What follows belongs to an exercise in optimizing a design on an open flow for small area; a production flow would make more cautious choices. Power is estimated from default activity; no workload was simulated.

== job 4424 ==
// breakthecode
module breakthecode(
    input clk,
    input reset,
    input confirm,
    input start,
    input [15:0] switches,
    output [3:0] A,
    output [3:0] B,
    output [7:0] AN,
    output [7:0] CN,
    output red,
    output blue,
    output green
    );
Size in the first run: roughly 0.0044 mm² of cells after synthesis.
==> flow/config.mk <==
export PLATFORM = sky130hd
export DESIGN_NAME = breakthecode
export DESIGN_NICKNAME = breakthecode
export VERILOG_FILES = /design/flow/design.v
export SDC_FILE = /design/flow/constraint.sdc
export NUM_CORES = 4
export LEC_CHECK = 0
export CAP_MARGIN = 20
export CORE_MARGIN = 2
export CORE_UTILIZATION = 40
export SLEW_MARGIN = 20
==> flow/constraint.sdc <==
create_clock -name core_clock -period 10.0 [get_ports {clk}]
set_input_delay 2.0000 -clock core_clock [delete_from_list [all_inputs] [get_ports {clk}]]
set_output_delay 2.0000 -clock core_clock [all_outputs]
set_load 0.01 [all_outputs]
standard.sh (not shown) runs the stock make flow with config.mk's settings and CLKGATE_MAP_FILE= SYNTH_SCRIPT=/design/flow/synth_recipe.tcl, a recipe that flattens the netlist after the stock synthesis.
==> flow/flow/run.sh <==
#!/bin/bash
# The standard layout (standard.sh), with small port buffers and a clock tree
# of small buffers without dummy loads.
set -euo pipefail
export BUFFER_PORTS_ARGS="-buffer_cell sky130_fd_sc_hd__buf_1"
export CTS_ARGS="-sink_clustering_enable -repair_clock_nets -buf_list sky130_fd_sc_hd__clkbuf_8 -dont_use_dummy_load"
bash standard.sh > standard.log 2>&1
Setup changes, job 4424 to job 1968
==> flow/flow/run.sh <==
#!/bin/bash
# The standard layout (standard.sh), with small port buffers, a clock tree of
# small buffers without dummy loads, and non-critical cells downsized after
# global routing.
set -euo pipefail
export BUFFER_PORTS_ARGS="-buffer_cell sky130_fd_sc_hd__buf_1"
export CTS_ARGS="-sink_clustering_enable -repair_clock_nets -buf_list sky130_fd_sc_hd__clkbuf_4 -dont_use_dummy_load"
export RECOVER_POWER=100
bash standard.sh > standard.log 2>&1
### Flow results
- Sort job 1968 and job 4424 by internal power component asc -> top: job 1968
- In job 1968 the final-report max-slew violation count turned out 44 higher than in job 4424.
- Higher latest clock arrival within the worst-skew pair goes to job 1968 over job 4424.
- Job 4424 has a lower minimum hold slack than job 1968.
- Status job 1968: flow complete, layout not clean - max-capacitance violations, max-slew violations
Inputs modified between job 1968 and job 1013:
Settings: CORE_UTILIZATION changed from 40 to 70.
==> flow/flow/run.sh <==
#!/bin/bash
# The standard layout (standard.sh), with small port buffers and a clock tree
# of small buffers without dummy loads.
set -euo pipefail
export BUFFER_PORTS_ARGS="-buffer_cell sky130_fd_sc_hd__buf_1"
export CTS_ARGS="-sink_clustering_enable -repair_clock_nets -buf_list sky130_fd_sc_hd__clkbuf_4 -dont_use_dummy_load"
bash standard.sh > standard.log 2>&1
[summary]
Of job 1968 and job 1013, just one finished clean: job 1013.
Relative to job 1968, the total non-filler cell area in the finished layout of job 1013 is lower by about 1.2%.
Job 1968 reports its worst setup path startpoint as i_timer.ph[0] while job 1013 reports i_timer.ph[1].
The run showing the greater final cell count is job 1968.
Compared with job 1968, job 1013 shows a post-route worst hold slack that is 0.0050 ns lower.
Job 1013 against job 1968; met1 wire length is down by more than 10%.
Final routed wire length divided by cell count grows by a little under 10% when moving from job 1968 to job 1013.
Re area added between synthesis and finish: job 1013 is 1.2 points down on job 1968.
The following lists how job 1200 was set up differently from job 1013:
Settings: changing CORE_UTILIZATION from 70 to 40.
==> flow/flow/run.sh <==
#!/bin/bash
# The standard layout (standard.sh) with three changes:
# - synthesis maps with flow/abc_speed.script, ORFS's own ABC script with
#   pin permutation and delay relaxation in &nf and without the buffering and
#   upsizing at its end (the design has several ns of slack);
# - ports get the smallest buffer, sky130_fd_sc_hd__buf_1;
# - the clock tree uses clkbuf_8 and no dummy loads.
set -euo pipefail
here=$(pwd)
cp -r "$FLOW_HOME/scripts" "$here/orfs_scripts"
cp "$here/flow/abc_speed.script" "$here/orfs_scripts/abc_speed.script"
SCRIPTS_DIR="$here/orfs_scripts" bash standard.sh synth > synth.log 2>&1
export BUFFER_PORTS_ARGS="-buffer_cell sky130_fd_sc_hd__buf_1"
export CTS_ARGS="-sink_clustering_enable -repair_clock_nets -buf_list sky130_fd_sc_hd__clkbuf_8 -dont_use_dummy_load"
bash standard.sh > layout.log 2>&1
==> flow/flow/abc_speed.script (new file) <==
&get -n
&st
&dch
&nf -R 1000 -p
&st
&syn2
&if -g -K 6
&synch2
&nf -R 1000 -p
&st
&syn2
&if -g -K 6
&synch2
&nf -R 1000 -p
&st
&syn2
&if -g -K 6
&synch2
&nf -R 1000 -p
&st
&syn2
&if -g -K 6
&synch2
&nf -R 1000 -p
&st
&syn2
&if -g -K 6
&synch2
&nf -R 1000 -p
&put
Results
- Compared with job 1013, job 1200 is hungrier on power.
- A beginning of the critical path of i_LEDDriver.digit_cnt[0] is what job 1200 shows, while i_timer.ph[1] belongs to job 1013.
- In job 1200 relative to job 1013, met3 layer wire length in the routed design had gone down by more than 10%.
- Per the comparison of job 1200 with job 1013, critical path depth increased by 2 relative to the old numbers, die footprint rose by 60%, number of standard cells in the layout, taps in and fillers out now larger, netlist area before placement decreased by 6.5% relative to the old numbers, placed cell area essentially unchanged.
- Job 1200 vs job 1013: areal power density over the cells up in job 1200
- Wire length of the first global-routing pass (job 1200 over job 1013): increase, 2.9%
- Sort job 1013 and job 1200 by mux contribution to synthesized area asc -> top: job 1200
- In the reports for job 1013 and job 1200, the smaller post-layout minimum cycle time belongs to job 1013.
No functional check of the RTL was part of any run of this note.

-- re-timing with driven ports --
How much do the figures lean on ideal ports? The routed layouts below were timed once more, with nothing changed but the port constraints. Step 1 assumes that a clkbuf_16 drives the clock port and a buf_2 every other input. Step 2, shift: input delay + t, output delay - t, t = (earliest + latest rising clock arrival at the registers) / 2. This alone moves slack from input paths to output paths. Three values: ideal, step 1, step 2; two values: the first two.
run	shift t [ns]	slack for setup (ns)	worst setup path at the end	latest minus earliest clock arrival (ns)	worst data-port slew with drivers (ns)
job 4424	0.355	5.412 / 5.378 / 5.733	register to output	0.024 / 0.025	0.05
job 1968	0.418	5.281 / 5.249 / 5.667	register to output	0.039 / 0.039	0.05
job 1013	0.414	5.426 / 5.397 / 5.811	register to output	0.034 / 0.034	0.04
job 1200	0.382	5.009 / 4.976 / 5.358	register to output	0.030 / 0.030	0.03
